This design comes from an exercise in tuning for small area, a short achievable clock period and few clock cycles on the open sky130 flow, not from production work. Function was checked by simulation only, so behaviour that the tests miss may differ from the original.

--- design/flow/design.v ---
module sha256_counter_data_v2 (
    input wire        i_clk,
    input wire        i_rst,
    input wire        clr_data,
    input wire        cnt_data_en,
    output reg [4:0]  counter_data
);
    always @(posedge i_clk or negedge i_rst) begin
        if (!i_rst) begin
            counter_data <= 0;
        end else begin
            if (clr_data) counter_data <= 0;
            else if (cnt_data_en) counter_data <= counter_data + 5'd1;
            else counter_data <= counter_data;
        end
    end
endmodule
module sha256_counter_i_v2 (
    input wire        i_clk,
    input wire        i_rst,
    input wire        clr_i,
    input wire        cnt_i_en,
    output reg [7:0]  i
);
    always @(posedge i_clk or negedge i_rst) begin
        if (!i_rst) begin
            i <= 0;
        end else begin
            if (clr_i) i <= 0;
            else if (cnt_i_en) i <= i + 8'd1;
            else i <= i;
        end
    end
endmodule
module sha256_counter_j_v2 (
    input wire        i_clk,
    input wire        i_rst,
    input wire        clr_j,
    input wire        cnt_j_en,
    output reg [6:0]  j
);
    always @(posedge i_clk or negedge i_rst) begin
        if (!i_rst) begin
            j <= 0;
        end else begin
            if (clr_j) j <= 0;
            else if (cnt_j_en) j <= j + 7'd1;
            else j <= j;
        end
    end
endmodule
module sha256_functions_v2 (
    input  wire [6:0]  j,
    output wire [31:0] k_j
);
    assign k_j   = func_k(j);
    function [31:0] func_k;
        input [6:0] j;
        begin
            case (j)
                7'd0 :  func_k = 32'h428a2f98;
                7'd1 :  func_k = 32'h71374491;
                7'd2 :  func_k = 32'hb5c0fbcf;
                7'd3 :  func_k = 32'he9b5dba5;
                7'd4 :  func_k = 32'h3956c25b;
                7'd5 :  func_k = 32'h59f111f1;
                7'd6 :  func_k = 32'h923f82a4;
                7'd7 :  func_k = 32'hab1c5ed5;
                7'd8 :  func_k = 32'hd807aa98;
                7'd9 :  func_k = 32'h12835b01;
                7'd10:  func_k = 32'h243185be;
                7'd11:  func_k = 32'h550c7dc3;
                7'd12:  func_k = 32'h72be5d74;
                7'd13:  func_k = 32'h80deb1fe;
                7'd14:  func_k = 32'h9bdc06a7;
                7'd15:  func_k = 32'hc19bf174;
                7'd16:  func_k = 32'he49b69c1;
                7'd17:  func_k = 32'hefbe4786;
                7'd18:  func_k = 32'h0fc19dc6;
                7'd19:  func_k = 32'h240ca1cc;
                7'd20:  func_k = 32'h2de92c6f;
                7'd21:  func_k = 32'h4a7484aa;
                7'd22:  func_k = 32'h5cb0a9dc;
                7'd23:  func_k = 32'h76f988da;
                7'd24:  func_k = 32'h983e5152;
                7'd25:  func_k = 32'ha831c66d;
                7'd26:  func_k = 32'hb00327c8;
                7'd27:  func_k = 32'hbf597fc7;
                7'd28:  func_k = 32'hc6e00bf3;
                7'd29:  func_k = 32'hd5a79147;
                7'd30:  func_k = 32'h06ca6351;
                7'd31:  func_k = 32'h14292967;
                7'd32:  func_k = 32'h27b70a85;
                7'd33:  func_k = 32'h2e1b2138;
                7'd34:  func_k = 32'h4d2c6dfc;
                7'd35:  func_k = 32'h53380d13;
                7'd36:  func_k = 32'h650a7354;
                7'd37:  func_k = 32'h766a0abb;
                7'd38:  func_k = 32'h81c2c92e;
                7'd39:  func_k = 32'h92722c85;
                7'd40:  func_k = 32'ha2bfe8a1;
                7'd41:  func_k = 32'ha81a664b;
                7'd42:  func_k = 32'hc24b8b70;
                7'd43:  func_k = 32'hc76c51a3;
                7'd44:  func_k = 32'hd192e819;
                7'd45:  func_k = 32'hd6990624;
                7'd46:  func_k = 32'hf40e3585;
                7'd47:  func_k = 32'h106aa070;
                7'd48:  func_k = 32'h19a4c116;
                7'd49:  func_k = 32'h1e376c08;
                7'd50:  func_k = 32'h2748774c;
                7'd51:  func_k = 32'h34b0bcb5;
                7'd52:  func_k = 32'h391c0cb3;
                7'd53:  func_k = 32'h4ed8aa4a;
                7'd54:  func_k = 32'h5b9cca4f;
                7'd55:  func_k = 32'h682e6ff3;
                7'd56:  func_k = 32'h748f82ee;
                7'd57:  func_k = 32'h78a5636f;
                7'd58:  func_k = 32'h84c87814;
                7'd59:  func_k = 32'h8cc70208;
                7'd60:  func_k = 32'h90befffa;
                7'd61:  func_k = 32'ha4506ceb;
                7'd62:  func_k = 32'hbef9a3f7;
                default:func_k = 32'hc67178f2;
            endcase
        end
    endfunction
endmodule
module sha256_padding_v2_top (
    input  wire [511:0] i_data,
    input  wire         output_block_pad2,
    input  wire [7:0]   i_N,
    input  wire [8:0]   i_bit_miss,
    output reg  [511:0] o_data_padding
);
    wire [9:0] valid_bits = 10'd512 - i_bit_miss;
    wire [63:0] length_data = ((i_N - 1) * 64'd512 + valid_bits);
    always @(*) begin
        o_data_padding = i_data & ({512{1'b1}} << i_bit_miss);
        if (valid_bits < 10'd448) begin
            o_data_padding[63:0] = length_data;
            o_data_padding[512'd511 - valid_bits] = 1'b1;
        end else if (valid_bits < 10'd512) begin
            o_data_padding[512'd511 - valid_bits] = 1'b1;
            if (output_block_pad2) begin
                o_data_padding = {448'd0, length_data};
            end
        end else begin
            if (output_block_pad2) begin
                o_data_padding = {1'b1, 447'd0, length_data};
            end
        end
    end
endmodule
module sha256_scheduler_v2 (
    input wire clk,
    input wire rst,
    input wire [511:0] i_block,
    input wire i_enable,
    output reg [31:0] W_out
);
    parameter  IDLE = 2'd0,
               LOAD = 2'd1,
               GEN  = 2'd2; 
    reg[1:0] state;
    reg [31:0] w_mem [0:15];
    wire [31:0] w_new;
    reg [5:0] j;
    assign w_new = sigma1(w_mem[14]) + w_mem[9] + sigma0(w_mem[1]) + w_mem[0];
    function [31:0] sigma0(input [31:0] x);
        sigma0 = {x[6:0], x[31:7]} ^ {x[17:0], x[31:18]} ^ (x >> 3);
    endfunction
    function [31:0] sigma1(input [31:0] x);
        sigma1 = {x[16:0], x[31:17]} ^ {x[18:0], x[31:19]} ^ (x >> 10);
    endfunction
    always @(posedge clk or negedge rst) begin
        if (!rst) begin
            state <= IDLE;
            j <= 0;
            W_out <= 0;
            w_mem[1] <= 0;
            w_mem[2] <= 0;
            w_mem[3] <= 0;
            w_mem[4] <= 0;
            w_mem[5] <= 0;
            w_mem[6] <= 0;
            w_mem[7] <= 0;
            w_mem[8] <= 0;
            w_mem[9] <= 0;
            w_mem[10] <= 0;
            w_mem[11] <= 0;
            w_mem[12] <= 0;
            w_mem[13] <= 0;
            w_mem[14] <= 0;
            w_mem[15] <= 0;
        end else begin
            case (state)
                IDLE: begin
                    j <= 0;
                    W_out <= 0;
                    if (i_enable) begin
                        state <= LOAD;
                        w_mem[j] <= i_block[512'd511 - j*512'd32 -: 512'd32];
                        W_out <= i_block[512'd511 - j*512'd32 -: 512'd32];
                        j <= j + 1;
                    end
                end
                LOAD: begin
                    w_mem[j] <= i_block[512'd511 - j*512'd32 -: 512'd32];
                    W_out <= i_block[512'd511 - j*512'd32 -: 512'd32];
                    if (j == 6'd15) begin
                        state <= GEN;
                    end
                    j <= j + 1;
                end
                GEN: begin
                    W_out <= w_new;
                    w_mem[0] <= w_mem[1];
                    w_mem[1] <= w_mem[2];
                    w_mem[2] <= w_mem[3];
                    w_mem[3] <= w_mem[4];
                    w_mem[4] <= w_mem[5];
                    w_mem[5] <= w_mem[6];
                    w_mem[6] <= w_mem[7];
                    w_mem[7] <= w_mem[8];
                    w_mem[8] <= w_mem[9];
                    w_mem[9] <= w_mem[10];
                    w_mem[10] <= w_mem[11];
                    w_mem[11] <= w_mem[12];
                    w_mem[12] <= w_mem[13];
                    w_mem[13] <= w_mem[14];
                    w_mem[14] <= w_mem[15];
                    w_mem[15] <= w_new;
                    if (j == 6'd63) begin
                        state <= IDLE;
                    end else begin
                        j <= j + 1;
                    end
                end
                default: state <= IDLE;
            endcase
        end
    end
endmodule
module sha256_v2(
    input wire i_clk,
    input wire i_rst,
    input wire i_write,
    input wire [7:0] i_N,  
    input wire [8:0] i_bit_miss,  
    input wire i_read, 
    input wire [31:0] i_data,
    output reg [31:0] o_data,
    output reg o_done
);
    parameter IDLE = 3'd0,
            GETDATA = 3'd1,
            PADDING = 3'd2, 
            INITIAL = 3'd3,
            COMPRESS = 3'd4,
            FINISH = 3'd5,  
            READ = 3'd6;
    reg i_write_reg;
    reg [31:0] i_data_reg;
    reg [8:0] i_bit_miss_reg;
    reg i_read_reg;
    reg [2:0] state, next_state;
    reg [31:0] data_use_reg [0:15];
    reg [31:0] a,b,c,d,e,f,g,h;
    reg [31:0] H [0:7];
    reg pad;
    reg output_pad2;
    reg cnt_j_en;
    reg cnt_i_en;
    reg clr_j;
    reg clr_i;
    reg clr_data;
    reg calc_w;
    reg [3:0] cnt_read;
    reg [511:0] data_use;
    wire [511:0] padded_block;
    wire [31:0] k_j;
    wire [31:0] w_out;
    wire [7:0] counter_i;
    wire [6:0] counter_j;
    wire [4:0] counter_data;
    wire output_block_pad2 = output_pad2;
    wire w_enable = calc_w;
    sha256_counter_j_v2 u_counter_j_v2(
        .i_clk(i_clk),
        .i_rst(i_rst),
        .clr_j(clr_j),
        .cnt_j_en(cnt_j_en),
        .j(counter_j)
    );
    sha256_counter_i_v2 u_counter_i_v2(
        .i_clk(i_clk),
        .i_rst(i_rst),
        .clr_i(clr_i),
        .cnt_i_en(cnt_i_en),
        .i(counter_i)
    );
    sha256_counter_data_v2 u_counter_data_v2(
        .i_clk(i_clk),
        .i_rst(i_rst),
        .clr_data(clr_data),
        .cnt_data_en(i_write_reg),  
        .counter_data(counter_data)
    );
    sha256_padding_v2_top u_padding_v2_top(
        .i_data(data_use),
        .i_N(i_N),
        .output_block_pad2(output_block_pad2),
        .i_bit_miss(i_bit_miss_reg),
        .o_data_padding(padded_block)
    );
    sha256_scheduler_v2 u_scheduler_v2(
        .clk(i_clk),
        .rst(i_rst),
        .i_block(data_use),
        .i_enable(w_enable),
        .W_out(w_out)
    );
    sha256_functions_v2 u_functions_v2 (    
        .j(counter_j),
        .k_j(k_j)
    );
    always @(*) begin
        clr_i    = 0;
        clr_j    = 0;
        clr_data = 0;
        cnt_i_en = 0;
        cnt_j_en = 0;
        next_state = state;
        case (next_state) 
            IDLE: begin
                clr_j = 1;
                clr_i = 1;
                if (i_write_reg) begin             
                    next_state = GETDATA;
                end
            end
            GETDATA: begin
                if (counter_data == 5'd16 ) begin
                    clr_data = 1;
                    if (counter_i == i_N-1) begin
                        next_state = PADDING;
                    end else next_state = INITIAL;
                end 
            end
            PADDING: begin
                next_state = INITIAL;
            end
            INITIAL: begin
                next_state = COMPRESS;
            end
            COMPRESS: begin
                cnt_j_en = 1;
                if (counter_j == 7'd64) begin
                    clr_j = 1;
                    cnt_j_en = 0;
                    cnt_i_en = 1;
                    next_state = FINISH; 
                end
            end
            FINISH: begin
                if (i_write_reg) begin           
                    next_state = GETDATA;
                end else begin
                    if (!pad && counter_i >= i_N) begin
                        next_state = READ;
                    end else if(pad) next_state = PADDING;
                end
            end
            READ: begin
                if (cnt_read == 4'd7) begin
                    next_state = IDLE;
                end
            end
            default: next_state = state;
        endcase
    end
    always@(posedge i_clk or negedge i_rst) begin
        if(!i_rst) begin
            i_write_reg <= 1'b0;
            i_data_reg  <= 32'b0;
            i_bit_miss_reg <= 9'd0;
            i_read_reg <= 1'b0;
            state <= IDLE;
            o_done <= 0;
            o_data <= 0;
            cnt_read <= 0; 
            pad <= 0;
            output_pad2 <= 0;
            calc_w <= 0;
            data_use_reg [0]  <=  32'b0;
            data_use_reg [1]  <=  32'b0;
            data_use_reg [2]  <=  32'b0;
            data_use_reg [3]  <=  32'b0;
            data_use_reg [4]  <=  32'b0;
            data_use_reg [5]  <=  32'b0;
            data_use_reg [6]  <=  32'b0;
            data_use_reg [7]  <=  32'b0;
            data_use_reg [8]  <=  32'b0;
            data_use_reg [9]  <=  32'b0;
            data_use_reg [10] <=  32'b0;
            data_use_reg [11] <=  32'b0;
            data_use_reg [12] <=  32'b0;
            data_use_reg [13] <=  32'b0;
            data_use_reg [14] <=  32'b0;
            data_use_reg [15] <=  32'b0;
            H[0] <= 32'h6a09e667;
            H[1] <= 32'hbb67ae85;
            H[2] <= 32'h3c6ef372;
            H[3] <= 32'ha54ff53a;
            H[4] <= 32'h510e527f;
            H[5] <= 32'h9b05688c;
            H[6] <= 32'h1f83d9ab;
            H[7] <= 32'h5be0cd19;
        end else begin
            i_write_reg <= i_write;
            i_data_reg  <= i_data;
            i_bit_miss_reg <= i_bit_miss;
            i_read_reg <= i_read;
            state <= next_state;
            case(state)
                IDLE: begin
                    o_done <= 1;
                    cnt_read <= 0;
                    output_pad2 <= 0;
                    H[0] <= 32'h6a09e667;
                    H[1] <= 32'hbb67ae85;
                    H[2] <= 32'h3c6ef372;
                    H[3] <= 32'ha54ff53a;
                    H[4] <= 32'h510e527f;
                    H[5] <= 32'h9b05688c;
                    H[6] <= 32'h1f83d9ab;
                    H[7] <= 32'h5be0cd19;
                    a <= H[0]; b <= H[1];
                    c <= H[2]; d <= H[3];
                    e <= H[4]; f <= H[5];
                    g <= H[6]; h <= H[7];
                    if (i_write_reg) begin
                        data_use[512'd511 - counter_data*512'd32 -: 512'd32] <= i_data_reg;
                    end
                end
                GETDATA: begin
                    o_done <= 0;
                    if (i_write_reg) begin
                        data_use[512'd511 - counter_data*512'd32 -: 512'd32] <= i_data_reg;
                    end 
                    if (counter_data == 5'd16) begin
                        if (counter_i == i_N - 1) begin
                            pad <= (i_bit_miss_reg <= 9'd64);
                        end else begin
                            calc_w <= 1;
                        end
                    end
                end
                PADDING: begin
                    data_use <= padded_block;
                    calc_w <= 1;
                    if (pad && output_pad2) begin
                        pad <= 0;
                    end
                end
                INITIAL: begin
                    a <= H[0]; b <= H[1];
                    c <= H[2]; d <= H[3];
                    e <= H[4]; f <= H[5];
                    g <= H[6]; h <= H[7];
                    o_done <= 0;
                end
                COMPRESS: begin 
                    calc_w <= 0;
                    if (counter_j < 7'd64) begin
                        a <= t1 + t2;
                        b <= a;
                        c <= b;
                        d <= c;
                        e <= d + t1;
                        f <= e;
                        g <= f;
                        h <= g;
                    end
                    else begin
                        if (counter_i == i_N-1 && i_bit_miss_reg <= 9'd64) begin
                            o_done <= 0;
                        end else o_done <= 1;
                        H[0] <= a + H[0];
                        H[1] <= b + H[1];
                        H[2] <= c + H[2];
                        H[3] <= d + H[3];
                        H[4] <= e + H[4];
                        H[5] <= f + H[5];
                        H[6] <= g + H[6];
                        H[7] <= h + H[7];
                        data_use_reg [0]  <=  32'b0;
                        data_use_reg [1]  <=  32'b0;
                        data_use_reg [2]  <=  32'b0;
                        data_use_reg [3]  <=  32'b0;
                        data_use_reg [4]  <=  32'b0;
                        data_use_reg [5]  <=  32'b0;
                        data_use_reg [6]  <=  32'b0;
                        data_use_reg [7]  <=  32'b0;
                        data_use_reg [8]  <=  32'b0;
                        data_use_reg [9]  <=  32'b0;
                        data_use_reg [10] <=  32'b0;
                        data_use_reg [11] <=  32'b0;
                        data_use_reg [12] <=  32'b0;
                        data_use_reg [13] <=  32'b0;
                        data_use_reg [14] <=  32'b0;
                        data_use_reg [15] <=  32'b0;
                    end 
                end
                FINISH: begin
                    if (i_write_reg ) begin
                        data_use[512'd511 - counter_data*512'd32 -: 512'd32] <= i_data_reg;
                    end else begin
                        if (pad) begin
                            output_pad2 <= 1;
                        end
                    end
                end
                READ: begin
                    if (i_read_reg) begin
                        if (cnt_read < 4'd8) begin
                            cnt_read <= cnt_read + 1;
                        end
                    end
                    case(cnt_read)
                        4'd0: o_data <= H[0];
                        4'd1: o_data <= H[1];
                        4'd2: o_data <= H[2];
                        4'd3: o_data <= H[3];
                        4'd4: o_data <= H[4];
                        4'd5: o_data <= H[5];
                        4'd6: o_data <= H[6];
                        4'd7: o_data <= H[7];
                        default: o_data <= 0;
                    endcase
                end
                default: state <= IDLE;
            endcase
        end
    end
    function [31:0] func_ch;
        input [31:0] x, y, z;
        begin
            func_ch = (x & y) ^ (~x & z);
    end
    endfunction
    function [31:0] func_maj;
        input [31:0] x, y, z;
        begin
            func_maj = (x & y) ^ (x & z) ^ (y & z);
        end
    endfunction
    function [31:0] func_sigma0;
        input [31:0] x;
        begin
            func_sigma0 = {x[1:0], x[31:2]} ^ {x[12:0], x[31:13]} ^ {x[21:0], x[31:22]};
        end
    endfunction
    function [31:0] func_sigma1;
        input [31:0] x;
        begin
            func_sigma1 = {x[5:0], x[31:6]} ^ {x[10:0], x[31:11]} ^ {x[24:0], x[31:25]};
        end
    endfunction
    wire [31:0] ch   = func_ch(e, f, g);
    wire [31:0] maj  = func_maj(a, b, c);
    wire [31:0] sig0 = func_sigma0(a);
    wire [31:0] sig1 = func_sigma1(e);
    wire [31:0] t1 = h + sig1 + ch + k_j + w_out;
    wire [31:0] t2 = sig0 + maj;
endmodule
--- design/flow/config.mk ---
export PLATFORM = sky130hd
export DESIGN_NAME = sha256_v2
export DESIGN_NICKNAME = sha256_v2
export VERILOG_FILES = /design/flow/design.v
export SDC_FILE = /design/flow/constraint.sdc
export NUM_CORES = 8
export LEC_CHECK = 0
export CAP_MARGIN = 20
export CORE_MARGIN = 2
export CORE_UTILIZATION = 40
export SLEW_MARGIN = 20
--- design/flow/constraint.sdc ---
create_clock -name core_clock -period 20.0 [get_ports {i_clk}]
set_input_delay 4.0000 -clock core_clock [delete_from_list [all_inputs] [get_ports {i_clk}]]
set_output_delay 4.0000 -clock core_clock [all_outputs]
set_load 0.01 [all_outputs]
--- design/flow/run.sh ---
#!/bin/bash
# synth_recipe.tcl (not shown) runs the flow's synth.tcl, then flattens the netlist and writes it again
# the make line also repeats each setting of config.mk as NAME=value (left out here)
make -C /OpenROAD-flow-scripts/flow DESIGN_CONFIG=/design/flow/config.mk WORK_HOME=/design/flow/orfs CLKGATE_MAP_FILE= SYNTH_SCRIPT=/design/flow/synth_recipe.tcl finish
==> summary.txt <==
The post-cts resize count came out at 0. The pin slew with the least headroom to its limit came out at 1.358 ns. In this run the critical register-to-register path is launched from u_counter_j_v2.j[1]$_DFFE_PN0P_. The endpoint required time on the critical path came out at just over 20 ns.

The total nets after synthesis is between 10000 and 15000. After layout, the minimum clock period comes to 10.57 ns. The first-pass detailed-route iteration total came out at 12.

The y dimension of the die came out at ~550 um. The portion of the clock cycle consumed by the worst path in the final layout came out at 52.84%. The overall via count from detail_route is ~110k.

The met2 wirelength from detailed routing is 220700 um. The max-cap check violation count is 0. The number of synthesized register bits is ~1700. The number of cells produced by synthesis came out at ~13000.

The type of the setup path with the least slack is reg2reg. The number of different library cells in the post-synthesis netlist is between 90 and 100. The worst setup path is launched from a flop. The instance count on the critical path is 36.

The synthesized area per cell is ~9 sq um. TritonCTS built the clock tree. In this run the top signal layer used is met5.

The detailed-route wire length per cell came out at just over 30 um. The number of port buffers is 85. The aggregate negative setup slack is 0 ns. Among the stages of the critical path, the cell type that occurs most often is sky130_fd_sc_hd__o21ai_0.

The clock tree synthesis step divided the H-tree into 4 levels. After synthesis, the share of flip-flops with an asynchronous set or reset is ~52%. The post-synth design cell area is ~120000 sq um. The number of max-slew violations in the final report is 0. The critical path ends at a[28]$_DFFE_PP_. The area growth from synthesis to layout is 9.079%. The count of nets after finishing came out at around 14000. The number of antenna violations at the first check in global routing came to 32. In this run the clock root is driven by a sky130_fd_sc_hd__clkbuf_16. The via count of the first global-routing pass came out at just over 100k. The maximum number of pins on one net before global-route repair came out at 233. The number of hold buffers added after CTS is 0. The post-route DRC violation count came out at 0. The flow ran to the end and the layout has no timing, DRC or antenna violations. The final estimated routing congestion in global placement came out at ~1.0. The sequential element share of the synthesized area is approximately two fifths.

For this block, wires on met1 add up to around 200000 um. In this run the worst path has a maximum fanout of 21.

The final hold violation count was 0. The share of post-route cells with drive strength above 1 came out at about 8.2%. For this block, the initial DRC count from the detailed router was 17740.

For this run, the leading register cell type out of synthesis is sky130_fd_sc_hd__edfxtp_1. The number of enable flip-flop cells after synthesis came out at 800. Once the floorplan was initialized, standard cells occupied ~40% of the core. The post-DP HPWL came out at between 300000 and 400000 um.

The die width came out at roughly 550 um. The upper clock frequency limit is about 0.095 GHz. During I/O placement, the number of pins put on the boundary was 86.

The setup check on the worst reg-to-reg path leaves a slack of around 9.4 ns. The endpoint identified for the worst register-to-register timing path is a[28]$_DFFE_PP_. The number of sinks handled by clock tree synthesis is between 1500 and 2000. The maximum cell stage delay along the critical path is between 0.6 and 0.7 ns.

The worst setup path is captured at a flop. The via density per instance came out at between 6 and 7. The critical path starts at u_counter_j_v2.j[1]$_DFFE_PN0P_. The clock passes through at most 4 buffers. The worst clock skew is around 0.13 ns. The number of warnings issued by yosys is 10. The clock-pin transition on the worst setup and hold timing paths came out at around 0.060 ns. The final design utilization is 43.75%. The global routing usage summed across all routing layers came out at roughly 34%. The cell family contributing the most delay on the critical path is adder cells. Setup repair after global routing left no endpoint under its margin. For this design, the slowest cell found on the critical path is sky130_fd_sc_hd__fa_1.

The total length of routed wires is about 520000 um. The amount of wire on met3 after detailed routing came out at about 66000 um. The worst slew margin relative to its limit came out at a little under a tenth. The floorplan die area came out at roughly 300000 sq um. The core area came out at 293300 sq um.

TritonCTS created about 200 clock buffers. The buffer count from post-CTS setup fixing is 0. The global-route wire length before repair came out at 748100 um. The min-delay analysis places its worst path in the category reg2reg. The final count of negative-setup-slack endpoints came out at 0. The data arrival time of the critical path is about 11 ns.

The post-route antenna net violation count is 0. The number of buffers and inverters on the critical path is 7. After floorplanning, the core was divided into 199 placement rows.

The count of cells along the worst register-to-register path came out at 36. For this run the aggregate overflow at the end of global routing stands at 0. The source-to-sink clock delay at the later pin of the worst-skew pair is a little under 1 ns.
-- cell type report --
class	instances	area [sq um]
clock inverter	98	1013
clock buffer	278	5762
timing repair buffer	327	2878
antenna	23	57.56
multi-input combinational	10160	65830
tap	3919	4903
inverter	424	1592
fill	28870	165000
sequential	1682	46300
-- cells in the final DEF, fill, tap and decap left out, types with 370 or more instances in the layout --
| cell | Yosys | routed |
|---|---|---|
| sky130_fd_sc_hd__edfxtp_1 | 800 | 800 |
| sky130_fd_sc_hd__a21oi_1 | 1701 | 1698 |
| sky130_fd_sc_hd__o21ai_0 | 880 | 879 |
| sky130_fd_sc_hd__inv_1 | 421 | 419 |
| sky130_fd_sc_hd__nor2_1 | 1217 | 1186 |
| sky130_fd_sc_hd__ha_1 | 463 | 461 |
| sky130_fd_sc_hd__a31oi_1 | 445 | 445 |
| sky130_fd_sc_hd__dfrtp_1 | 746 | 733 |
| sky130_fd_sc_hd__xnor2_1 | 371 | 370 |
| sky130_fd_sc_hd__nand2_1 | 1814 | 1790 |
-- metal layers --
metal  global-route usage [%]  vias to the layer above
met4                    19.01                       18
met5                   0.6571                        -
met2                    49.48                     7788
li1                         -                    47570
met3                    10.27                     1970
met1                    43.88                    54110
-- how the worst min path moves through the flow --
stage | slack, ns | endpoint | startpoint | depth (start not counted)
after floorplan | 0.44 | u_scheduler_v2.w_mem[15][21]$_DFFE_PN0P_ | u_scheduler_v2.w_mem[15][21]$_DFFE_PN0P_ | 2
after global placement | 0.46 | u_scheduler_v2.w_mem[15][21]$_DFFE_PN0P_ | u_scheduler_v2.w_mem[15][21]$_DFFE_PN0P_ | 2
after detailed placement | 0.46 | u_scheduler_v2.w_mem[15][21]$_DFFE_PN0P_ | u_scheduler_v2.w_mem[15][21]$_DFFE_PN0P_ | 2
after CTS | 0.48 | u_scheduler_v2.w_mem[15][21]$_DFFE_PN0P_ | u_scheduler_v2.w_mem[15][21]$_DFFE_PN0P_ | 2
after global routing | 0.50 | u_scheduler_v2.w_mem[15][2]$_DFFE_PN0P_ | u_scheduler_v2.w_mem[15][2]$_DFFE_PN0P_ | 2
final | 0.48 | u_scheduler_v2.w_mem[15][21]$_DFFE_PN0P_ | u_scheduler_v2.w_mem[15][21]$_DFFE_PN0P_ | 2
-- worst min-delay path, stage by stage (launching register included) --
cell and delay, ns:
sky130_fd_sc_hd__dfrtp_1 0.35, sky130_fd_sc_hd__nand2_1 0.05, sky130_fd_sc_hd__nand2_1 0.05
-- through the flow --
step | cell area, sq um | hold slack (ns) | cells | setup slack (ns)
detailed placement | 121400 | 0.4596 | 16510 | 9.625
CTS | 128200 | 0.4762 | 16890 | 9.623
finish | 128300 | 0.4757 | 16910 | 9.433
global placement | 121400 | 0.4638 | 16510 | 9.558
floorplan | 117700 | 0.4390 | 13420 | 2.375
global route | 128300 | 0.5004 | 16890 | 8.827
-- cells in the mapped netlist (122+ instances only) --
master / count / area share (%)
sky130_fd_sc_hd__nand2_1: 1814 / 5.8
sky130_fd_sc_hd__a21oi_1: 1701 / 7.2
sky130_fd_sc_hd__nor2_1: 1217 / 3.9
sky130_fd_sc_hd__clkbuf_1: 966 / 3.1
sky130_fd_sc_hd__o21ai_0: 880 / 3.7
sky130_fd_sc_hd__edfxtp_1: 800 / 20
sky130_fd_sc_hd__dfrtp_1: 746 / 16
sky130_fd_sc_hd__ha_1: 463 / 4.9
sky130_fd_sc_hd__a31oi_1: 445 / 2.4
sky130_fd_sc_hd__inv_1: 421 / 1.3
sky130_fd_sc_hd__xnor2_1: 371 / 2.8
sky130_fd_sc_hd__nand3_1: 268 / 1.1
sky130_fd_sc_hd__a221oi_1: 264 / 2.0
sky130_fd_sc_hd__a21o_1: 250 / 1.6
sky130_fd_sc_hd__xor2_1: 239 / 1.8
sky130_fd_sc_hd__fa_1: 197 / 3.4
sky130_fd_sc_hd__nor3_1: 191 / 0.81
sky130_fd_sc_hd__mux4_2: 166 / 3.2
sky130_fd_sc_hd__o22ai_1: 140 / 0.74
sky130_fd_sc_hd__a311oi_1: 139 / 1.0
sky130_fd_sc_hd__dfstp_2: 136 / 3.0
sky130_fd_sc_hd__a22oi_1: 135 / 0.86
sky130_fd_sc_hd__o211ai_1: 122 / 0.78
-- cells by family after synthesis --
| kind of cell | synth area share, % |
|---|---|
| AO/OA/AOI/OAI | 23.72 |
| AND/OR/NAND/NOR | 14.72 |
| flip-flops | 39.32 |
| buffers and inverters | 5.181 |
| adder cells (fa/ha/maj) | 8.293 |
| XOR/XNOR | 4.541 |
| multiplexers | 4.220 |
Testbench counts, summed over its fixed seeds: cycles 16,472.

[afterwards: timing with drivers on the ports]
How much do the figures lean on ideal ports? The routed layout below was timed once more, with nothing changed but the port constraints. Step 1 (the two cells are an assumption about what drives the block):
set clk [get_ports {i_clk}]
set_driving_cell -lib_cell sky130_fd_sc_hd__clkbuf_16 $clk
set_driving_cell -lib_cell sky130_fd_sc_hd__buf_2 [delete_from_list [all_inputs] $clk]
Step 2 moves the port delays by t, midway between the first and last clock arrival at a register: inputs arrive t later, outputs are due t later. That takes back most of the time a late clock gives input paths. Slacks: no drivers / after step 1 / after step 2; pairs: no drivers / after step 1.
shift t [ns]: 1.015
setup WS [ns]: 9.433 / 9.433 / 9.433
worst setup path after step 2: register to register
cell pins on the clock port's net: 1
After both steps setup and hold are still met in this run. The setup slack of this run moves by 0.000 ns with the drivers and by 0.000 ns with both steps.
